Source: an optimization exercise on an open RTL-to-GDS flow (aim: small area, a short achievable clock period and few clock cycles). Production flows keep margins and buffers that such runs may drop. The RTL was checked by simulation tests, not by an equivalence proof against the original design. Power is estimated from default activity; no workload was simulated.

$ cat flow/flow/run.sh
#!/bin/bash
# The standard layout (standard.sh: ORFS synthesis through finish), with
# one change: the buffers buffer_ports puts on every input and output port
# are sky130_fd_sc_hd__buf_4 cells instead of the default pick (a clkdlybuf4s
# delay cell, which repair cannot resize into a fast buffer).
# All tool output goes to standard.log here; ORFS keeps its per-step logs
# under orfs/logs/.
set -euo pipefail
export BUFFER_PORTS_ARGS="-buffer_cell sky130_fd_sc_hd__buf_4"
bash standard.sh > standard.log 2>&1
$ cat flow/constraint.sdc
create_clock -name core_clock -period 8.0 [get_ports {clk}]
set_input_delay 1.6000 -clock core_clock [delete_from_list [all_inputs] [get_ports {clk}]]
set_output_delay 1.6000 -clock core_clock [all_outputs]
set_load 0.01 [all_outputs]
$ cat flow/standard.sh
#!/bin/bash
# synth_recipe.tcl (not shown) runs the flow's synth.tcl, then flattens the netlist and writes it again
# the make line also repeats each setting of config.mk as NAME=value (left out here)
make -C /OpenROAD-flow-scripts/flow DESIGN_CONFIG=/design/flow/config.mk WORK_HOME=/design/flow/orfs CLKGATE_MAP_FILE= SYNTH_SCRIPT=/design/flow/synth_recipe.tcl "${@:-finish}"
$ cat flow/design.v
`timescale 1ns / 1ps
module multi_control(
	clk,
	rst,
	OP,
	PCWriteCond,
	PCWrite,
	IorD,
	MemRead,
	MemWrite,
	MemtoReg,
	IRWrite,
	PCSource,
	ALUOp,
	ALUSrcA,
	ALUSrcB,
	RegWrite,
	RegDst,
	LED
);
	input wire clk, rst;
	input wire [5:0] OP;
	output wire PCWriteCond;
	output wire PCWrite;
	output wire IorD;
	output wire MemRead;
	output wire MemWrite;
	output wire MemtoReg;
	output wire IRWrite;
	output wire [1:0] PCSource;
	output wire [1:0] ALUOp;
	output wire ALUSrcA;
	output wire [1:0] ALUSrcB;
	output wire RegWrite;
	output wire RegDst;
	output wire [4:0] LED;
	reg [3:0] state;
	wire R, LW, SW, BEQ, J;		
	assign PCWriteCond 	= (state == 4'd8);
	assign PCWrite 		= (state == 4'd0) || (state == 4'd9);
	assign IorD				= (state == 4'd3) || (state == 4'd5);
	assign MemRead 		= (state == 4'd0) || (state == 4'd3);
	assign MemWrite		= (state == 4'd5);
	assign MemtoReg		= (state == 4'd4);
	assign IRWrite			= (state == 4'd0);
	assign PCSource		= {state == 4'd9, state == 4'd8};
	assign ALUOp			= {state == 4'd6, state == 4'd8};
	assign ALUSrcA			= (state == 4'd2) || (state == 4'd6) || (state == 4'd8);
	assign ALUSrcB			= {(state == 4'd1) || (state == 4'd2), (state == 4'd0) || (state == 4'd1)};
	assign RegWrite		= (state == 4'd4) || (state == 4'd7);
	assign RegDst			= (state == 4'd7);
	assign R   = ~OP[0] & ~OP[1] & ~OP[2] & ~OP[3] & ~OP[4] & ~OP[5];
	assign LW  =  OP[0] &  OP[1] & ~OP[2] & ~OP[3] & ~OP[4] &  OP[5];
	assign SW  =  OP[0] &  OP[1] & ~OP[2] &  OP[3] & ~OP[4] &  OP[5];
	assign BEQ = ~OP[0] & ~OP[1] &  OP[2] & ~OP[3] & ~OP[4] & ~OP[5];
	assign J   = ~OP[0] &  OP[1] & ~OP[2] & ~OP[3] & ~OP[4] & ~OP[5];
	assign LED[0] = (state == 4'd0);
	assign LED[1] = (state == 4'd1);
	assign LED[2] = (state == 4'd2) || (state == 4'd6) || (state == 4'd8) || (state == 4'd9);
	assign LED[3] = (state == 4'd3) || (state == 4'd5) || (state == 4'd7);
	assign LED[4] = (state == 4'd4);
	always @(posedge clk or posedge rst)
	begin
		if (rst)
			state <= 4'd0;
		else if (state == 4'd0)
			state <= 4'd1;
		else if (state == 4'd1)
		begin
			if (J)
				state <= 4'd9;
			else if (BEQ)
				state <= 4'd8;
			else if (R)
				state <= 4'd6;
			else if (LW || SW)
				state <= 4'd2;
			else
				state <= 4'd0;
		end else if (state == 4'd6)
			state <= 4'd7;
		else if (state == 4'd2)
		begin
			if (SW)
				state <= 4'd5;
			else
				state <= 4'd3;
		end else if (state == 4'd3)
			state <= 4'd4;
		else if (state == 4'd4 || state == 4'd5 || state == 4'd7 || state == 4'd9)
			state <= 4'd0;
		else
			state <= 4'd0;
	end
endmodule
`timescale 1ns / 1ps
module multi_ALU(
	A,
	B,
	SUB,
	OP,
	res,
	eq
);
	input  wire [31:0] A, B;
	input  wire SUB;
	input  wire [1:0] OP;
	output reg  [31:0] res;
	output wire eq;
	wire [31:0] b = B ^ {32{SUB}};
	wire [31:0] p = A ^ b;
	wire [31:0] g = A & b;
	reg  [31:0] gk, pk;
	integer l, i, j;
	always @* begin
		gk = g;
		pk = p;
		gk[0] = g[0] | (p[0] & SUB);
		for (l = 0; l < 5; l = l + 1)
			for (i = 0; i < 32; i = i + 1)
				if (i[l]) begin
					j = (i & ~((2 << l) - 1)) + (1 << l) - 1;
					gk[i] = gk[i] | (pk[i] & gk[j]);
					pk[i] = pk[i] & pk[j];
				end
	end
	wire [31:0] sum = p ^ {gk[30:0], SUB};
	always @*
		case (OP)
			2'd0: res = sum;
			2'd1: res = p | g;
			2'd2: res = ~(p | g);
			default: res = g;
		endcase
	assign eq = (A == B);
endmodule
`timescale 1ns / 1ps
module multi_ALU_Ctrl(
	ALUOp,	
	FUNC,		
	OP			
);
	input wire  [1:0] ALUOp;
	input wire  [5:0] FUNC;
	output wire [2:0] OP;
	wire LS, BEQ, R;
	wire OP_ADD, OP_SUB, OP_AND, OP_OR, OP_SLT;
	assign LS  = ~ALUOp[0] & ~ALUOp[1];
	assign BEQ =  ALUOp[0] & ~ALUOp[1];
	assign R   = ~ALUOp[0] &  ALUOp[1];
	assign OP_ADD = LS  | (FUNC[5] & ~FUNC[4] & ~FUNC[3] & ~FUNC[2] & ~FUNC[1] & ~FUNC[0] & R);
	assign OP_SUB = BEQ | (FUNC[5] & ~FUNC[4] & ~FUNC[3] & ~FUNC[2] &  FUNC[1] & ~FUNC[0] & R);
	assign OP_OR  = FUNC[5] & ~FUNC[4] & ~FUNC[3] &  FUNC[2] & ~FUNC[1] &  FUNC[0] & R;
	assign OP_NOR = FUNC[5] & ~FUNC[4] & ~FUNC[3] &  FUNC[2] &  FUNC[1] &  FUNC[0] & R;
	assign OP[2] =  OP_SUB | OP_NOR;
	assign OP[1] =  OP_ADD | OP_SUB;
	assign OP[0] =  OP_OR;
endmodule
`timescale 1ns / 1ps
module multi_register_files(
	clk, rst,
	NextA, NextB, HoldB, AddrC,
	DataA, DataB, DataC,
	WriteAddr, WriteData, WriteEN
);
	input  wire clk, rst, WriteEN, HoldB;
	input  wire [ 4:0] NextA, NextB, AddrC, WriteAddr;
	input  wire [31:0] WriteData;
	output wire [31:0] DataA, DataB, DataC;
	reg  [1023:0] mem;
	reg  [31:0] valid;
	reg  [31:0] selA, selB;
	wire [31:0] wsel  = WriteEN ? (32'd1 << WriteAddr) : 32'd0;
	wire [31:0] vnext = valid | wsel;
	genvar r, b;
	generate
		for (r = 0; r < 32; r = r + 1) begin : regs
			always @(posedge clk)
				if (wsel[r])
					mem[r*32 +: 32] <= WriteData;
			always @(posedge clk or posedge rst)
				if (rst)
					valid[r] <= 1'b0;
				else if (wsel[r])
					valid[r] <= 1'b1;
		end
	endgenerate
	always @(posedge clk) begin
		selA <= (32'd1 << NextA) & vnext;
		if (!HoldB)
			selB <= (32'd1 << NextB) & vnext;
	end
	wire [31:0] selC;
	generate
		for (r = 0; r < 32; r = r + 1) begin : dec
			assign selC[r] = (AddrC == r) & valid[r];
		end
		for (b = 0; b < 32; b = b + 1) begin : rd
			wire [31:0] col;
			for (r = 0; r < 32; r = r + 1) begin : c
				assign col[r] = mem[r*32 + b];
			end
			multi_rf_read ra(.sel(selA), .d(col), .y(DataA[b]));
			multi_rf_read rb(.sel(selB), .d(col), .y(DataB[b]));
			multi_rf_read rc(.sel(selC), .d(col), .y(DataC[b]));
		end
	endgenerate
endmodule
module multi_rf_read(sel, d, y);
	input  wire [31:0] sel, d;
	output wire y;
	wire [3:0] g;
	wire [1:0] n;
	multi_rf_and8 g0(.sel(sel[ 7: 0]), .d(d[ 7: 0]), .y(g[0]));
	multi_rf_and8 g1(.sel(sel[15: 8]), .d(d[15: 8]), .y(g[1]));
	multi_rf_and8 g2(.sel(sel[23:16]), .d(d[23:16]), .y(g[2]));
	multi_rf_and8 g3(.sel(sel[31:24]), .d(d[31:24]), .y(g[3]));
	multi_nor2 n0(.a(g[0]), .b(g[1]), .y(n[0]));
	multi_nor2 n1(.a(g[2]), .b(g[3]), .y(n[1]));
	multi_nand2 o(.a(n[0]), .b(n[1]), .y(y));
endmodule
module multi_rf_and8(sel, d, y);
	input  wire [7:0] sel, d;
	output wire y;
	assign y = |(sel & d);
endmodule
module multi_nor2(a, b, y);
	input  wire a, b;
	output wire y;
	assign y = ~(a | b);
endmodule
module multi_nand2(a, b, y);
	input  wire a, b;
	output wire y;
	assign y = ~(a & b);
endmodule
`timescale 1ns / 1ps
module multi_register_EN(
	EN,		
	clk,		
	rst,		
	data_in,	
	data_out	
);
	parameter N = 32;
	input  wire EN;
	input  wire clk, rst;
	input  wire [N - 1 : 0] data_in;
	output reg [N - 1 : 0] data_out;
	always @(posedge clk or posedge rst)
		if (rst)
			data_out <= 0;
		else if (EN == 1'b1)
			data_out <= data_in;
		else
			data_out <= data_out;
endmodule
`timescale 1ns / 1ps
module multi_mux2(
	A,		
	B,		
	Ctrl,	
	S		
);
	parameter N = 32;
	input wire [N - 1: 0] A, B;
	output wire [N - 1: 0] S;
	input wire Ctrl;
	assign S = (Ctrl == 1'b0) ? A : B;
endmodule
`timescale 1ns / 1ps
module multi_mux4(
	A,		
	B,		
	C,		
	D,		
	Ctrl,	
	S		
	);
	parameter N = 16;
	input wire [N - 1: 0] A, B, C, D;
	output wire [N - 1: 0] S;
	input wire [1:0] Ctrl;
	assign S = (Ctrl == 2'b00) ? A :
				  ((Ctrl == 2'b01) ? B :
				  ((Ctrl == 2'b10) ? C : D
				  ));
endmodule
`timescale 1ns / 1ps
module multi_signext(
	input_16,	
	output_32	
);
	input wire [15:0]input_16;
	output wire [31:0]output_32;
assign output_32 = {{16{input_16[15]}}, input_16[15:0]};
endmodule
`timescale 1ns / 1ps
module multi_cpu_core(
	clk,         
	rst,         
	mem_addr,    
	mem_we,      
	mem_wdata,   
	mem_rdata,   
	dbg_addr,    
	dbg_data     
);
	input  wire clk;
	input  wire rst;
	output wire [9:0]  mem_addr;
	output wire        mem_we;
	output wire [31:0] mem_wdata;
	input  wire [31:0] mem_rdata;
	input  wire [4:0]  dbg_addr;
	output wire [31:0] dbg_data;
	reg  [11:2] pc;           
	reg         e_r, e_lw, e_sw, e_beq;
	reg         e_sub;        
	reg  [1:0]  e_op;         
	reg  [25:0] ir;
	reg  [4:0]  mrt;          
	reg         mc, m_we;
	reg  [9:0]  maddr;
	wire [31:0] ra, rb;
	wire        rf_we;
	wire [4:0]  rf_wa;
	wire [31:0] rf_wd;
	wire [31:0] ins = mem_rdata;    
	wire [31:0] alu_res;
	wire        eq;
	wire [11:0] ea;           
	multi_ALU ALU(
		.A(ra), .B(rb),
		.SUB(e_sub), .OP(e_op),
		.res(alu_res), .eq(eq)
	);
	assign ea = ra[11:0] + ir[11:0];
	wire e_go    = ~mc;                        
	wire br_take = e_beq & eq & e_go;
	wire smc     = e_sw & e_go & (ea[11:2] == pc[11:2]);
	assign rf_we = (e_r & e_go) | (mc & ~m_we);
	assign rf_wa = mc ? mrt : ir[15:11];
	assign rf_wd = mc ? mem_rdata : alu_res;
	multi_register_files register_files(
		.clk(clk), .rst(rst), .WriteEN(rf_we),
		.WriteData(rf_wd), .WriteAddr(rf_wa),
		.NextA(mc ? ir[25:21] : ins[25:21]), .NextB(mc ? ir[20:16] : ins[20:16]),
		.HoldB(e_go & e_sw), .AddrC(dbg_addr),
		.DataA(ra), .DataB(rb), .DataC(dbg_data)
	);
	wire [5:0]  fop = ins[31:26];
	wire [5:0]  ffn = ins[5:0];
	wire f_r   = (fop == 6'd0);
	wire f_lw  = (fop == 6'd35);
	wire f_sw  = (fop == 6'd43);
	wire f_j   = (fop == 6'd2);
	wire f_beq = (fop == 6'd4);
	wire f_bsame = f_beq & (ins[25:21] == ins[20:16]);    
	wire [11:2] pc1    = pc + 10'd1;
	wire [11:2] e_btgt = pc  + ir[9:0];        
	wire [11:2] f_btgt = pc1 + ins[9:0];
	wire [11:2] f_jtgt = ins[9:0];
	wire f_kill  = br_take | smc;              
	wire f_redir = f_j | f_bsame;
	wire [11:2] pc_f = f_j ? f_jtgt : (f_bsame ? f_btgt : pc1);
	wire [11:2] pc_s, pc_n;
	multi_mux2 #(.N(10)) pc_smc(.A(pc_f), .B(pc), .Ctrl(smc), .S(pc_s));
	multi_mux2 #(.N(10)) pc_br(.A(pc_s), .B(e_btgt), .Ctrl(br_take), .S(pc_n));
	always @(posedge clk or posedge rst)
		if (rst)
			pc <= 10'd0;
		else if (e_go)
			pc <= pc_n;
	always @(posedge clk or posedge rst)
		if (rst) begin
			e_r   <= 1'b0;
			e_lw  <= 1'b0;
			e_sw  <= 1'b0;
			e_beq <= 1'b0;
		end else if (e_go) begin
			e_r   <= ~f_kill & f_r;
			e_lw  <= ~f_kill & f_lw;
			e_sw  <= ~f_kill & f_sw;
			e_beq <= ~f_kill & f_beq & ~f_bsame;
		end
	always @(posedge clk)
		if (e_go) begin
			ir    <= ins[25:0];
			e_sub <= (ffn == 6'h22);
			e_op  <= (ffn == 6'h20 || ffn == 6'h22) ? 2'd0 :
			         (ffn == 6'h25) ? 2'd1 :
			         (ffn == 6'h27) ? 2'd2 : 2'd3;
		end
	always @(posedge clk or posedge rst)
		if (rst) begin
			mc   <= 1'b0;
			m_we <= 1'b0;
		end else begin
			mc   <= e_go & (e_lw | e_sw);
			m_we <= e_go & e_sw;
		end
	always @(posedge clk)
		if (e_go) begin
			maddr <= ea[11:2];
			mrt   <= ir[20:16];
		end
	assign mem_addr  = mc ? maddr : pc[11:2];
	assign mem_we    = m_we;
	assign mem_wdata = rb;
endmodule
$ cat flow/config.mk
export PLATFORM = sky130hd
export DESIGN_NAME = multi_cpu_core
export DESIGN_NICKNAME = multi_cpu_core
export VERILOG_FILES = /design/flow/design.v
export SDC_FILE = /design/flow/constraint.sdc
export NUM_CORES = 8
export LEC_CHECK = 0
export CAP_MARGIN = 20
export CORE_MARGIN = 2
export CORE_UTILIZATION = 50
export PLACE_DENSITY = 0.65
export SETUP_SLACK_MARGIN = 3.0
export SLEW_MARGIN = 20
export SYNTH_HIERARCHICAL = 1
export TNS_END_PERCENT = 10
==> summary.txt <==
-- metrics by stage --
stage               total power, W  utilization [%]  setup slack (ps)  instances  hold slack [ps]
floorplan                  0.00805                -              3330       4508              420
global placement           0.00861             53.8              1950       6210              428
detailed placement         0.00864             53.8              1910       6210              437
CTS                         0.0144             59.4              2940       6562              452
global route                0.0149             60.6              2770       6602              460
finish                      0.0146             60.6              2730       6613              451
-- cell type report --
cell class                      count  share of cell area (%)
Clock inverter                     83                    1.23
Inverter                          122                   0.664
Clock buffer                      137                    4.48
Sequential cell                  1180                    50.3
Antenna cell                       13                  0.0469
Multi-Input combinational cell   3198                    35.4
Tap cell                         1512                    2.73
Timing Repair Buffer              368                    5.11
-- cells in the final DEF (no fill, tap or decap), types with 11 or more instances in the layout --
cell type / count
a21o_1: 19
a21oi_1: 65
a21oi_2: 14
a22oi_1: 1504
a22oi_2: 33
and3_2: 12
and3_4: 55
buf_12: 34
buf_4: 282
buf_6: 38
bufinv_16: 14
clkbuf_1: 15
clkbuf_16: 126
clkinv_1: 23
clkinv_2: 22
dfrtp_1: 47
dfxtp_1: 20
diode_2: 13
edfxtp_1: 1100
ha_1: 84
inv_1: 118
mux2_2: 61
mux2_4: 46
mux2i_1: 27
nand2_1: 107
nand2_2: 31
nand2_4: 21
nand2b_1: 11
nand3_1: 17
nand4_1: 392
nor2_1: 171
nor2_2: 32
nor2_4: 79
nor3_1: 81
o21ai_0: 42
xnor2_1: 32
xor2_1: 74
-- final timing paths --
kind / start / end / slack (ps) / depth (start not counted)
max in group asynchronous: rst / mc / 6350 / 2
hold reg to reg: ir[18] / mrt[2] / 450 / 0
setup / recovery: dbg_addr[4] / dbg_data[0] / 2730 / 9
setup reg to reg: register_files.selA[26] / register_files.mem[858] / 2820 / 18
min in group asynchronous: rst / register_files.valid[27] / 960 / 3
hold / removal: ir[18] / mrt[2] / 450 / 0
-- layer usage --
metal  GRT usage [%]  up-vias
met5           0.681        -
met4            30.1       34
met3            21.2     1724
met2            64.7     5752
met1            53.1    25660
li1                -    20273
-- power breakdown --
part	switching (W)	internal, W
registers	0.000130	0.00682
logic	0.00113	0.000715
clock network	0.00255	0.00324
-- modules after synthesis, one instance, submodules excluded, excerpt --
| module | cells | area (sq um) | flip-flops and latches |
|---|---|---|---|
| multi_nor2 | 1 | 3.75 | 0 |
| multi_cpu_core | 387 | 4360 | 60 |
| multi_nand2 | 1 | 3.75 | 0 |
| multi_ALU | 491 | 3520 | 0 |
| multi_rf_and8 | 5 | 36.3 | 0 |
| multi_register_files | 1400 | 34700 | 1120 |
-- cells by family after synthesis --
group,count (synthesis)
and+or+nand+nor,1067
DFF,1180
muxes,123
adders and majority gates,98
buffers and inverters,173
xor gates and xnor gates,124
AOI/OAI and AO/OA,1743
-- sequential cells by signal (all words and copies together), names as in the netlist, 2 cells and up --
name / cells
e_op: 2
mrt: 5
register_files.mem: 1024
ir: 26
pc: 10
register_files.selA: 32
register_files.valid: 32
maddr: 10
register_files.selB: 32
-- worst max-delay path, stage by stage --
cell and delay [ps]:
buf_4 150, and3_1 230, and3_2 250, buf_12 180, a22oi_2 190, nand4_1 420
nor2_4 340, nand2_4 110, buf_6 140
-- cell usage after synthesis, types with 18 or more instances --
library cell  instances
mux2_2               76
nand2_1             159
mux2i_1              27
a22oi_1            1537
dfxtp_1              32
xnor2_1              32
nor3_1               83
a21oi_1              72
nor2_1              282
nand3_1              18
edfxtp_1           1100
inv_1               122
xor2_1               89
clkbuf_1             19
ha_1                 91
and3_1               38
o21ai_0              46
dfrtp_1              48
buf_1                19
a21o_1               19
nand4_1             392
mux2_4               20
-- timing repair --
action | CTS | global route
setup endpoints to repair | 977 | 746
gates resized for setup | 305 | 209
pin swaps | 96 | 81
buffers inserted | 92 | 26
gates cloned | 40 | 12
==> flow_metrics.py <==
metrics = {
    "timing": {
        "max_slew.worst_pin.slew_ps": 1270,
        "hold_viol_final": 0,
        "setup_tns_ps": 0,
        "finClkSkew_ps": 39.2,
        "rsz0062_at_grt": "true",
        "setup_violations": 0,
        "relSlewSlack_pct": 15.1,
        "timing.final.crit_share_pct": 65.9,
        "post-route-min-period_ps": 5270,
        "fmax_ghz": 0.190,
        "slew_violations": 0,
    },
    "global_routing": {
        "grt_max_degree": 61,
        "gr-total-overflow": 0,
        "antenna_found_initial": 24,
        "grt_pass1_wl_um": 372000,
        "grt_pass1_vias": 48036,
        "grtUsageTotal_pct": 44.8,
    },
    "route": {
        "route.met2.wl_um": 113000,
        "viasPerCell": 8.08,
        "firstDrtPassIters": 12,
        "first_iter_violations": 11446,
        "routed_wl_um": 276000,
        "highest_layer": "met5",
        "wl_per_cell_um": 41.7,
        "ant_nets": 0,
        "dr_wl_met3_um": 50600,
        "m1WireLength_um": 85200,
        "vias": 53443,
        "drc_errors": 0,
    },
    "synth": {
        "ys_async_sr_fraction_pct": 4.07,
        "synth-xor-area-share_pct": 1.94,
        "yosysUniqueCellTypes": 86,
        "synth_ff_type": "edfxtp_1",
        "synth_cells": 4508,
        "netlist.area_leader.share_pct": 57.1,
        "yosys.area_share.adder_pct": 2.21,
        "ys_seq_elements": 1180,
        "syn_avg_cell_area_sq_um": 12.8,
        "synth_area_leaders": "edfxtp_1 57%, a22oi_1 20%, nand4_1 4.2%",
        "synthSimpleGateAreaFrac_pct": 9.67,
        "syn_area_sq_um": 57900,
        "synth-edff-count": 1100,
        "synth_seq_area_share_pct": 60.3,
        "synth_top_family_by_area": "compound AO/OA/AOI/OAI gates",
        "ys_warn_count": 9,
        "synth_top_area_cell": "edfxtp_1",
        "syn_nets": 4645,
        "synth_mux_area_share_pct": 2.46,
        "synth-compound-area-share_pct": 22.2,
    },
    "critical_path": {
        "startpoint_type": "input port",
        "path_class": "in2out",
        "crit_arrival_ps": 3670,
        "required_ps": 6400,
        "end_kind": "output port",
        "path_max_fanout": 32,
    },
    "clock_network": {
        "cts-root-buf": "clkbuf_16",
        "clock_latency_ps": 780,
        "path_clk_slew_ps": 60,
        "cts_sinks": 1180,
        "htreeDepth": 3,
        "cts_hold_buffers": 0,
        "cts_buffers": 121,
        "cts_tree": "yes",
        "ctsLongestPathBuffers": 3,
    },
    "floorplanning": {
        "die-area_sq_um": 118000,
        "die_w_um": 344,
        "rows": 124,
        "ioPinCount": 114,
        "core_sq_um": 115000,
        "die-height_um": 344,
        "start_util_pct": 50.5,
    },
    "final_layout": {
        "fill_cells": 8938,
        "seq_area_sq_um": 34900,
        "multiInputGateArea_sq_um": 24600,
        "post-route-cell-area_sq_um": 69400,
        "fin_nets": 5128,
        "drive_gt1_share_pct": 20.4,
        "area_growth_pct": 19.9,
    },
    "placement": {
        "io_buffers": 113,
        "gp_congestion": 0.982,
        "place_area_sq_um": 61600,
        "hpwl_um": 157000,
    },
    "power": {
        "vdd_drop_max_mv": 0.193,
        "p_per_area_nw_per_um2": 210,
        "p_leak_nw": 23.5,
    },
    "outcome": {
        "status": "complete, no violations",
    },
    "run": {
        "cap_violations": 0,
    },
    "hold_path": {
        "min_path_type": "reg2reg",
    },
}
Testbench counts, summed over its fixed seeds: cycles 36,474.

==> afterwards: timing with drivers on the ports <==
How much do the figures lean on ideal ports? The routed layout below was timed once more, with nothing changed but the port constraints.
Step 1 sets driving cells, clkbuf_16 on the clock port and buf_2 on the other inputs (assumed; they add their load-dependent delay and slew).
Step 2 also shifts input and output timing later by t, the mid clock arrival at the registers, as if the neighbouring blocks saw the same clock.
Slacks: ideal / step 1 / step 2; pairs: ideal / step 1.
t (ns): 0.835
setup slack, ns: 2.728 / 2.678 / 2.678
worst setup path at the end: input to output
worst slew at a driven data input, ns: 0.07
cell pins on the clock port's net: 1
After both steps this run still meets setup and hold. The setup slack of this run moves by -0.050 ns with the drivers and by -0.050 ns with both steps.
